This is an optimization exercise on Yosys and OpenROAD, whose aim is small area, not a production implementation.
Only simulation tests tie the RTL to the original design; equivalence was not proved.
Power is estimated from default activity; no workload was simulated.

==> module channel, before the edit <==
module channel #(parameter W = 9, parameter PP = 0, parameter PA = 0,
                 parameter PB = 0, parameter LFSR = 0)
   (input  wire       clk, rst, demo, alt,
    output logic [5:0] period);
   logic [W-1:0] counter;
   logic         clk_div;
   localparam PMAX = (PP > PA) ? ((PP > PB) ? PP : PB) : ((PA > PB) ? PA : PB);
   function automatic ge(input [W-1:0] c, input integer p);
      if (p == PMAX) ge = &(c | ~p[W-1:0]);
      else           ge = (c >= p);
   endfunction
   wire wrap = LFSR ? (~demo | (counter == 9'b010001001))
                    : demo ? (alt ? ge(counter, PB) : ge(counter, PA))
                           : ge(counter, PP);
   wire [W-1:0] counter_next = LFSR ? {counter[W-2:0], ~(counter[4] ^ counter[W-1])}
                                    : counter + 1'b1;
   always_ff @(posedge clk) begin
      if (rst) begin
         counter <= 0;
         clk_div <= 0;
         period  <= 0;
      end
      else begin
         counter <= wrap ? 0 : counter_next;
         clk_div <= clk_div ^ wrap;
         if (clk_div & (counter == 0)) period <= period + 1'b1;
      end
   end
endmodule
==> flow/config.mk <==
export PLATFORM = sky130hd
export DESIGN_NAME = main
export DESIGN_NICKNAME = main
export VERILOG_FILES = /design/flow/design.v
export SDC_FILE = /design/flow/constraint.sdc
export NUM_CORES = 4
export LEC_CHECK = 0
export CAP_MARGIN = 20
export CORE_MARGIN = 2
export CORE_UTILIZATION = 70
export SLEW_MARGIN = 20
export SYNTH_MEMORY_MAX_BITS = 16384
==> flow/constraint.sdc <==
create_clock -name core_clock -period 10.0 [get_ports {clk}]
set_input_delay 2.0000 -clock core_clock [delete_from_list [all_inputs] [get_ports {clk}]]
set_output_delay 2.0000 -clock core_clock [all_outputs]
set_load 0.01 [all_outputs]
standard.sh (not shown) runs the stock make flow with config.mk's settings and CLKGATE_MAP_FILE= SYNTH_SCRIPT=/design/flow/synth_recipe.tcl, a recipe that flattens the netlist after the stock synthesis.
==> flow/flow/run.sh <==
#!/bin/bash
# Own layout flow: the standard synthesis, then the combinational logic
# between the flip-flops is re-mapped by ABC for area (flip-flops, their
# names and cell types untouched), checked equivalent by a SAT miter with the
# flip-flops cut, and the standard layout steps run on the result, with the
# clock tree and port buffers set by cts_args.txt and buffer_ports_args.txt.
# Each tool's output goes to a log file in the work folder.
set -euo pipefail
W=$PWD
F=$W/flow
LIB=$FLOW_HOME/platforms/sky130hd/lib/sky130_fd_sc_hd__tt_025C_1v80.lib
YOSYS=${YOSYS_EXE:-$(command -v yosys || echo $FLOW_HOME/../tools/install/yosys/bin/yosys)}
R=$W/orfs/results/$FLOW_PLATFORM/main/base

bash standard.sh synth > $W/log_1_standard_synth.txt 2>&1
cp $R/1_2_yosys.v $W/synth_standard.v

# Twelve ABC runs with different seeds, four at a time; the smallest that is
# proven equivalent is used.
python3 $F/cutff.py $W/synth_standard.v $W/eq_gold.v gold
for k in 1 2 3 4 5 6 7 8 9 10 11 12; do
  (
    sed -e "s|@SEED@|$k|" $F/area.abc > $W/area_$k.abc
    sed -e "s|@LIB@|$LIB|g" -e "s|@IN@|$W/synth_standard.v|g" -e "s|@OUT@|$W/synth_reopt_$k.v|g" \
        -e "s|@ABC@|$W/area_$k.abc|g" $F/reopt.tcl > $W/reopt_run_$k.tcl
    if $YOSYS -c $W/reopt_run_$k.tcl > $W/log_2_reopt_$k.txt 2>&1; then
      python3 $F/cutff.py $W/synth_reopt_$k.v $W/eq_gate_$k.v gate
      sed -e "s|@LIB@|$LIB|g" -e "s|@GOLD@|$W/eq_gold.v|g" -e "s|@GATE@|$W/eq_gate_$k.v|g" \
          $F/equiv.tcl > $W/equiv_run_$k.tcl
      if $YOSYS -c $W/equiv_run_$k.tcl > $W/log_3_equiv_$k.txt 2>&1 \
         && grep -q "SUCCESS" $W/log_3_equiv_$k.txt \
         && ! grep -q 'assign .*\(>>\|[&|^~]\)' $W/synth_reopt_$k.v \
         && [ "$(grep -c 'sky130_fd_sc_hd__e\?dfxtp_[0-9]' $W/synth_standard.v)" = \
              "$(grep -c 'sky130_fd_sc_hd__e\?dfxtp_[0-9]' $W/synth_reopt_$k.v)" ]; then
        grep "Chip area for module '.main'" $W/log_2_reopt_$k.txt | tail -1 | awk -v k=$k '{print $NF, k}' > $W/area_$k.txt
      fi
    fi
  ) &
  if [ $k = 4 ] || [ $k = 8 ]; then wait; fi
done
wait
ok=0
best=$(cat $W/area_*.txt 2>/dev/null | sort -g | head -1 | awk "{print \$2}" || true)
if [ -n "$best" ]; then
  cp $W/synth_reopt_$best.v $W/synth_reopt.v
  ok=1
fi
if [ $ok = 1 ]; then
  echo "re-mapped netlist $best is equivalent and smallest: using it" > $W/log_4_choice.txt; cat $W/area_*.txt >> $W/log_4_choice.txt || true
  cp $W/synth_reopt.v $R/1_2_yosys.v
  rm -f $R/1_synth.odb $R/1_synth.sdc
else
  echo "re-mapped netlist not used: standard synthesis kept" > $W/log_4_choice.txt
fi
# Clock tree: the standard arguments, with small buffers and without the
# dummy loads CTS adds to balance levels.
export CTS_ARGS="-sink_clustering_enable -repair_clock_nets -dont_use_dummy_load $(cat $F/cts_args.txt)"
# Port buffers: every input and output still gets one, of the cell named here.
if [ -f $F/buffer_ports_args.txt ]; then
  export BUFFER_PORTS_ARGS="$(cat $F/buffer_ports_args.txt)"
fi
bash standard.sh > $W/log_5_layout.txt 2>&1
Other scripts of this flow, unchanged in this note and not shown: flow/flow/area.abc, flow/flow/buffer_ports_args.txt, flow/flow/cts_args.txt, flow/flow/cutff.py, flow/flow/equiv.tcl, flow/flow/reopt.tcl
The baseline passed the timing, design-rule and antenna checks.
Next try:
--- a/flow/design.v
+++ b/flow/design.v
@@ -39,19 +39,18 @@
    wire wrap = LFSR ? (~demo | (counter == 9'b010001001))
                     : demo ? (alt ? ge(counter, PB) : ge(counter, PA))
                            : ge(counter, PP);
    wire [W-1:0] counter_next = LFSR ? {counter[W-2:0], ~(counter[4] ^ counter[W-1])}
                                     : counter + 1'b1;
    always_ff @(posedge clk) begin
-      if (rst) begin
-         counter <= 0;
+      counter <= (wrap | (rst && PP != 0)) ? 0 : counter_next;
+      if (rst) begin
          clk_div <= 0;
          period  <= 0;
       end
       else begin
-         counter <= wrap ? 0 : counter_next;
          clk_div <= clk_div ^ wrap;
          if (clk_div & (counter == 0)) period <= period + 1'b1;
       end
    end
 endmodule
 `default_nettype none
Outcome: Register-to-register slack degrades by 0.33 ns; clock skew went down by 0.0055 ns; routed wire length went down by about 0.8%; via count barely changes; cell count came out higher by about 1.2%; first-iteration DRC count is lower by about 2.7%; sequential share of layout area falls by 0.38 points; die area increases by about 0.5%; design area went up by 0.80%.

* * *

alpha:
main again, from the RTL that the note above started with.
==> module main, before the edit <==
module main( 
   gain, leds, pwm_out, shutdown_b,
   buttons, clk, rst
   );
   input wire clk, rst;
   input  wire  [3:0] buttons;
   output logic       pwm_out;
   output logic       shutdown_b, gain;
   output logic [1:0] leds;
   logic [3:0] buttons_db;
   wire        waveform_rise;
   wire [2:0]  unused_rise;
   debouncer #(.RISE(1)) DB0 (.clk(clk), .rst(rst), .bouncy_in(buttons[0]),
                              .debounced_out(buttons_db[0]), .rise(waveform_rise));
   debouncer DB1 (.clk(clk), .rst(rst), .bouncy_in(buttons[1]),
                  .debounced_out(buttons_db[1]), .rise(unused_rise[0]));
   debouncer DB2 (.clk(clk), .rst(rst), .bouncy_in(buttons[2]),
                  .debounced_out(buttons_db[2]), .rise(unused_rise[1]));
   debouncer DB3 (.clk(clk), .rst(rst), .bouncy_in(buttons[3]),
                  .debounced_out(buttons_db[3]), .rise(unused_rise[2]));
   logic state;
   always_ff @(posedge clk) begin
      if (rst) begin
         state <= 0;
      end
      if (buttons_db[1]) begin
         state <= 1;
      end else if (|buttons_db) begin
         state <= 0;
      end
   end
   always_comb begin
      leds[0]    = state;
      leds[1]    = 0;
      shutdown_b = 1;
      gain       = 1;
   end
   logic [1:0] waveform_type;
   always_ff @(posedge clk) begin
      if (rst) begin
         waveform_type <= 0;
      end else if (waveform_rise) begin
         waveform_type <= {waveform_type[0], ~waveform_type[0] & ~waveform_type[1]};
      end
   end
   logic [11:0] pwm_counter;
   logic [1:0]  mod3;    
   logic [2:0]  mod7;    
   logic [3:0]  mod13;   
   logic [6:0]  mod125;  
   always_ff @(posedge clk) begin
      mod3  <= {mod3[0], ~(mod3[0] | mod3[1] | rst)};
      mod7  <= {mod7[1:0], ~(mod7[1] ^ mod7[2]) & ~rst};
      mod13 <= (mod13 == 4'b1010) ? 4'd0 : {mod13[2:0], ~(mod13[2] ^ mod13[3]) & ~rst};
      if (rst) begin
         pwm_counter <= 0;
         mod125      <= 0;
      end
      else begin
         pwm_counter <= pwm_counter + 1'b1;
         mod125      <= (mod125 == 7'b1010000) ? 7'd0 : {mod125[5:0], ~(mod125[5] ^ mod125[6])};
      end
   end
   wire take_sample = mod3[1] & (mod7 == 3'b100) & (mod13 == 4'b1010);
   wire song_step = (pwm_counter[2:0] == 3'd5) & mod3[0] & (mod125 == 7'b0000001);
   logic [6:0] song_pos;
   logic       was_demo;
   always_ff @(posedge clk) begin
      was_demo <= state;
      if (rst) begin
         song_pos <= 0;
      end else if (song_step) begin
         song_pos <= was_demo ? song_pos + 1'b1 : 7'd0;
      end
   end
   wire [2:0] row = song_pos[6:4];
   logic [11:0] vols;
   always_comb begin
      case (row)
        3'd0: vols = 12'b11_00_00_00_00_00;
        3'd1: vols = 12'b11_11_00_00_00_00;
        3'd2: vols = 12'b11_11_11_00_00_00;
        3'd3: vols = 12'b11_11_11_11_00_00;
        3'd4: vols = 12'b10_10_10_10_11_10;
        3'd5: vols = 12'b10_10_10_10_11_11;
        3'd6: vols = 12'b01_01_01_10_10_10;
        default: vols = 12'b01_01_01_01_01_01;
      endcase
   end
   wire [5:0] p0, p1, p2, p4, p8, p12, p16, p20;
   channel #(.W(9), .PP(212), .PA(357), .PB(357)) CH0
     (.clk(clk), .rst(rst), .demo(state), .alt(1'b0), .period(p0));
   channel #(.W(9), .PP(106), .PA(357), .PB(357)) CH1
     (.clk(clk), .rst(rst), .demo(state), .alt(1'b0), .period(p1));
   channel #(.W(9), .PP(0), .PA(357), .PB(357), .LFSR(1)) CH2
     (.clk(clk), .rst(rst), .demo(state), .alt(1'b0), .period(p2));
   channel #(.W(9), .PP(0), .PA(212), .PB(283)) CH4
     (.clk(clk), .rst(rst), .demo(state), .alt(row >= 3'd1), .period(p4));
   channel #(.W(8), .PP(0), .PA(212), .PB(238)) CH8
     (.clk(clk), .rst(rst), .demo(state), .alt(row >= 3'd2), .period(p8));
   channel #(.W(8), .PP(0), .PA(212), .PB(178)) CH12
     (.clk(clk), .rst(rst), .demo(state), .alt(row >= 3'd3), .period(p12));
   channel #(.W(8), .PP(0), .PA(212), .PB(141)) CH16
     (.clk(clk), .rst(rst), .demo(state), .alt(row >= 3'd4), .period(p16));
   channel #(.W(8), .PP(0), .PA(212), .PB(118)) CH20
     (.clk(clk), .rst(rst), .demo(state), .alt(row >= 3'd5), .period(p20));
   logic [7:0] w0, w1;
   always_comb begin
      case (waveform_type)
        2'd1: begin
           w0 = {p0[4:0], {3{p0[0]}}} ^ {8{p0[5]}};
           w1 = {p1[4:0], {3{p1[0]}}} ^ {8{p1[5]}};
        end
        2'd2: begin
           w0 = {p0, {2{p0[0]}}};
           w1 = {p1, {2{p1[0]}}};
        end
        default: begin
           w0 = {8{p0[5]}};
           w1 = {8{p1[5]}};
        end
      endcase
   end
   wire [8:0] play_audio = (buttons[2] ? w0 : 8'd0) + (buttons[3] ? w1 : 8'd0);
   function automatic [2:0] vol_count(input [1:0] vol);
      vol_count = (vol == 2'd3) ? 3'd4 : {1'b0, vol};
   endfunction
   wire [4:0] high_count =
        {4'd0, p0[5] & (vols[11:10] != 2'd0)}
      + {4'd0, p1[5] & vols[11]}
      + {3'd0, p2[5] & (vols[11:10] == 2'd3), 1'b0}
      + ({5{p4[5]}}  & {2'd0, vol_count(vols[9:8])})
      + ({5{p8[5]}}  & {2'd0, vol_count(vols[7:6])})
      + ({5{p12[5]}} & {2'd0, vol_count(vols[5:4])})
      + ({5{p16[5]}} & {2'd0, vol_count(vols[3:2])})
      + ({5{p20[5]}} & {2'd0, vol_count(vols[1:0])});
   wire [8:0] audio_code = state ? {4'd0, high_count} : play_audio;
   logic        sample_demo;
   logic [8:0]  sample_code;
   wire  [3:0]  high_less = sample_code[3:0] - 1'b1;
   wire  [11:0] sample = !sample_demo ? {3'd0, sample_code}
                       : (sample_code[4:0] == 5'd0) ? 12'd0
                       : {high_less, 4'hF, ~high_less};
   wire  [11:0] pwm_counter_rev;
   genvar i;
   generate
      for (i = 0; i < 12; i++) begin : REV
         assign pwm_counter_rev[i] = pwm_counter[11-i];
      end
   endgenerate
   always_ff @(posedge clk) begin
      if (rst | take_sample) begin
         sample_demo <= state;
         sample_code <= audio_code;
      end
      pwm_out <= (sample >= {pwm_counter_rev[11:1], pwm_counter_rev[0] | (pwm_counter == 12'd0)});
   end
endmodule
export LEC_CHECK = 0
export CAP_MARGIN = 20
export CORE_MARGIN = 2
export CORE_UTILIZATION = 70
export SLEW_MARGIN = 20
export SYNTH_MEMORY_MAX_BITS = 16384
create_clock -name core_clock -period 10.0 [get_ports {clk}]
==> flow/flow/run.sh <==
#!/bin/bash
# Own layout flow: the standard synthesis, then the combinational logic
# between the flip-flops is re-mapped by ABC for area (flip-flops, their
# names and cell types untouched), checked equivalent by a SAT miter with the
# flip-flops cut, and the standard layout steps run on the result, with the
# clock tree and port buffers set by cts_args.txt and buffer_ports_args.txt.
# Each tool's output goes to a log file in the work folder.
set -euo pipefail
W=$PWD
F=$W/flow
LIB=$FLOW_HOME/platforms/sky130hd/lib/sky130_fd_sc_hd__tt_025C_1v80.lib
YOSYS=${YOSYS_EXE:-$(command -v yosys || echo $FLOW_HOME/../tools/install/yosys/bin/yosys)}
R=$W/orfs/results/$FLOW_PLATFORM/main/base

bash standard.sh synth > $W/log_1_standard_synth.txt 2>&1
cp $R/1_2_yosys.v $W/synth_standard.v

# Eight ABC runs with different seeds, four at a time; the smallest that is
# proven equivalent is used.
python3 $F/cutff.py $W/synth_standard.v $W/eq_gold.v gold
for k in 1 2 3 4 5 6 7 8; do
  (
    sed -e "s|@SEED@|$k|" $F/area.abc > $W/area_$k.abc
    sed -e "s|@LIB@|$LIB|g" -e "s|@IN@|$W/synth_standard.v|g" -e "s|@OUT@|$W/synth_reopt_$k.v|g" \
        -e "s|@ABC@|$W/area_$k.abc|g" $F/reopt.tcl > $W/reopt_run_$k.tcl
    if $YOSYS -c $W/reopt_run_$k.tcl > $W/log_2_reopt_$k.txt 2>&1; then
      python3 $F/cutff.py $W/synth_reopt_$k.v $W/eq_gate_$k.v gate
      sed -e "s|@LIB@|$LIB|g" -e "s|@GOLD@|$W/eq_gold.v|g" -e "s|@GATE@|$W/eq_gate_$k.v|g" \
          $F/equiv.tcl > $W/equiv_run_$k.tcl
      if $YOSYS -c $W/equiv_run_$k.tcl > $W/log_3_equiv_$k.txt 2>&1 \
         && grep -q "SUCCESS" $W/log_3_equiv_$k.txt \
         && ! grep -q 'assign .*\(>>\|[&|^~]\)' $W/synth_reopt_$k.v \
         && [ "$(grep -c 'sky130_fd_sc_hd__e\?dfxtp_[0-9]' $W/synth_standard.v)" = \
              "$(grep -c 'sky130_fd_sc_hd__e\?dfxtp_[0-9]' $W/synth_reopt_$k.v)" ]; then
        grep "Chip area for module '.main'" $W/log_2_reopt_$k.txt | tail -1 | awk -v k=$k '{print $NF, k}' > $W/area_$k.txt
      fi
    fi
  ) &
  if [ $k = 4 ]; then wait; fi
done
wait
ok=0
best=$(cat $W/area_*.txt 2>/dev/null | sort -g | head -1 | awk "{print \$2}" || true)
if [ -n "$best" ]; then
  cp $W/synth_reopt_$best.v $W/synth_reopt.v
  ok=1
fi
if [ $ok = 1 ]; then
  echo "re-mapped netlist $best is equivalent and smallest: using it" > $W/log_4_choice.txt; cat $W/area_*.txt >> $W/log_4_choice.txt || true
  cp $W/synth_reopt.v $R/1_2_yosys.v
  rm -f $R/1_synth.odb $R/1_synth.sdc
else
  echo "re-mapped netlist not used: standard synthesis kept" > $W/log_4_choice.txt
fi
# Clock tree: the standard arguments, with small buffers and without the
# dummy loads CTS adds to balance levels.
export CTS_ARGS="-sink_clustering_enable -repair_clock_nets -dont_use_dummy_load $(cat $F/cts_args.txt)"
# Port buffers: every input and output still gets one, of the cell named here.
if [ -f $F/buffer_ports_args.txt ]; then
  export BUFFER_PORTS_ARGS="$(cat $F/buffer_ports_args.txt)"
fi
bash standard.sh > $W/log_5_layout.txt 2>&1
Other scripts of this flow, unchanged in this note and not shown: flow/flow/area.abc, flow/flow/buffer_ports_args.txt, flow/flow/cts_args.txt, flow/flow/cutff.py, flow/flow/equiv.tcl, flow/flow/reopt.tcl
diff inputs: alpha => beta
-- flow/design.v --
<<< alpha, line 193
      + ({5{p16[5]}} & {2'd0, vol_count(vols[3:2])})
      + ({5{p20[5]}} & {2'd0, vol_count(vols[1:0])});
   wire [8:0] audio_code = state ? {4'd0, high_count} : play_audio;
   logic        sample_demo;
   logic [8:0]  sample_code;
   wire  [3:0]  high_less = sample_code[3:0] - 1'b1;
   wire  [11:0] sample = !sample_demo ? {3'd0, sample_code}
                       : (sample_code[4:0] == 5'd0) ? 12'd0
                       : {high_less, 4'hF, ~high_less};
   wire  [11:0] pwm_counter_rev;
   genvar i;
>>> beta, line 193
      + ({5{p16[5]}} & {2'd0, vol_count(vols[3:2])})
      + ({5{p20[5]}} & {2'd0, vol_count(vols[1:0])});
   wire [3:0]  high_less = high_count[3:0] - 1'b1;
   wire [11:0] demo_audio = (high_count == 5'd0) ? 12'd0
                                                 : {high_less, 4'hF, ~high_less};
   wire [11:0] audio = state ? demo_audio : {3'd0, play_audio};
   logic [11:0] sample;
   wire  [11:0] pwm_counter_rev;
   genvar i;
<<< alpha, line 209
   always_ff @(posedge clk) begin
      if (rst | take_sample) begin
         sample_demo <= state;
         sample_code <= audio_code;
      end
      pwm_out <= (sample >= {pwm_counter_rev[11:1], pwm_counter_rev[0] | (pwm_counter == 12'd0)});
>>> beta, line 207
   always_ff @(posedge clk) begin
      if (rst | take_sample) begin
         sample <= audio;
      end
      pwm_out <= (sample >= {pwm_counter_rev[11:1], pwm_counter_rev[0] | (pwm_counter == 12'd0)});
Findings:
The worst-path cell with the longest stage delay comes out sky130_fd_sc_hd__nor3_1 in one run and sky130_fd_sc_hd__nor3b_1 in the other, namely in beta and alpha respectively.
On global-route wire length before repair, beta does worse than alpha.
Between beta and alpha, it is beta whose post-placement worst setup slack is higher, by 470 ps.
Capturing instance or port of the critical path = sample[8]: beta; capturing instance or port of the critical path = sample_code[7]: alpha
Summary of beta over alpha: worst max-slew margin expressed relative to the limit fell by 7.2 points, synthesized cell count went up by 20, total power divided by cell area now sits lower, total design power moved up.
beta finished every stage and its layout cleared the timing, design-rule and antenna checks.

## separate check: timing with driven ports
Ports are ideal in the flow. The routed layouts listed here were re-timed in OpenROAD. Step 1 (the two cells are an assumption about what drives the block):
set clk [get_ports {clk}]
set_driving_cell -lib_cell sky130_fd_sc_hd__clkbuf_16 $clk
set_driving_cell -lib_cell sky130_fd_sc_hd__buf_2 [delete_from_list [all_inputs] $clk]
Step 2 also shifts input and output timing later by t, the mid clock arrival at the registers, as if the neighbouring blocks saw the same clock. Slacks: ideal / step 1 / step 2; pairs: ideal / step 1.
run | t (ns) | setup WS [ns] | hold slack, ns | worst data-port slew with drivers (ns)
the first run of note 1 | 0.472 | 5.612 / 5.618 / 5.146 | 0.363 / 0.363 / 0.363 | 0.03
the second run of note 1 | 0.469 | 5.087 / 5.100 / 4.631 | 0.355 / 0.355 / 0.355 | 0.03
alpha | 0.462 | 5.152 / 5.166 / 4.704 | 0.356 / 0.356 / 0.356 | 0.04
beta | 0.462 | 5.581 / 5.595 / 5.133 | 0.357 / 0.357 / 0.357 | 0.03
After both steps every run listed still meets setup and hold. For the first run of note 1, which loses most, drivers alone change the setup slack by +0.006 ns; drivers and shift together by -0.466 ns.
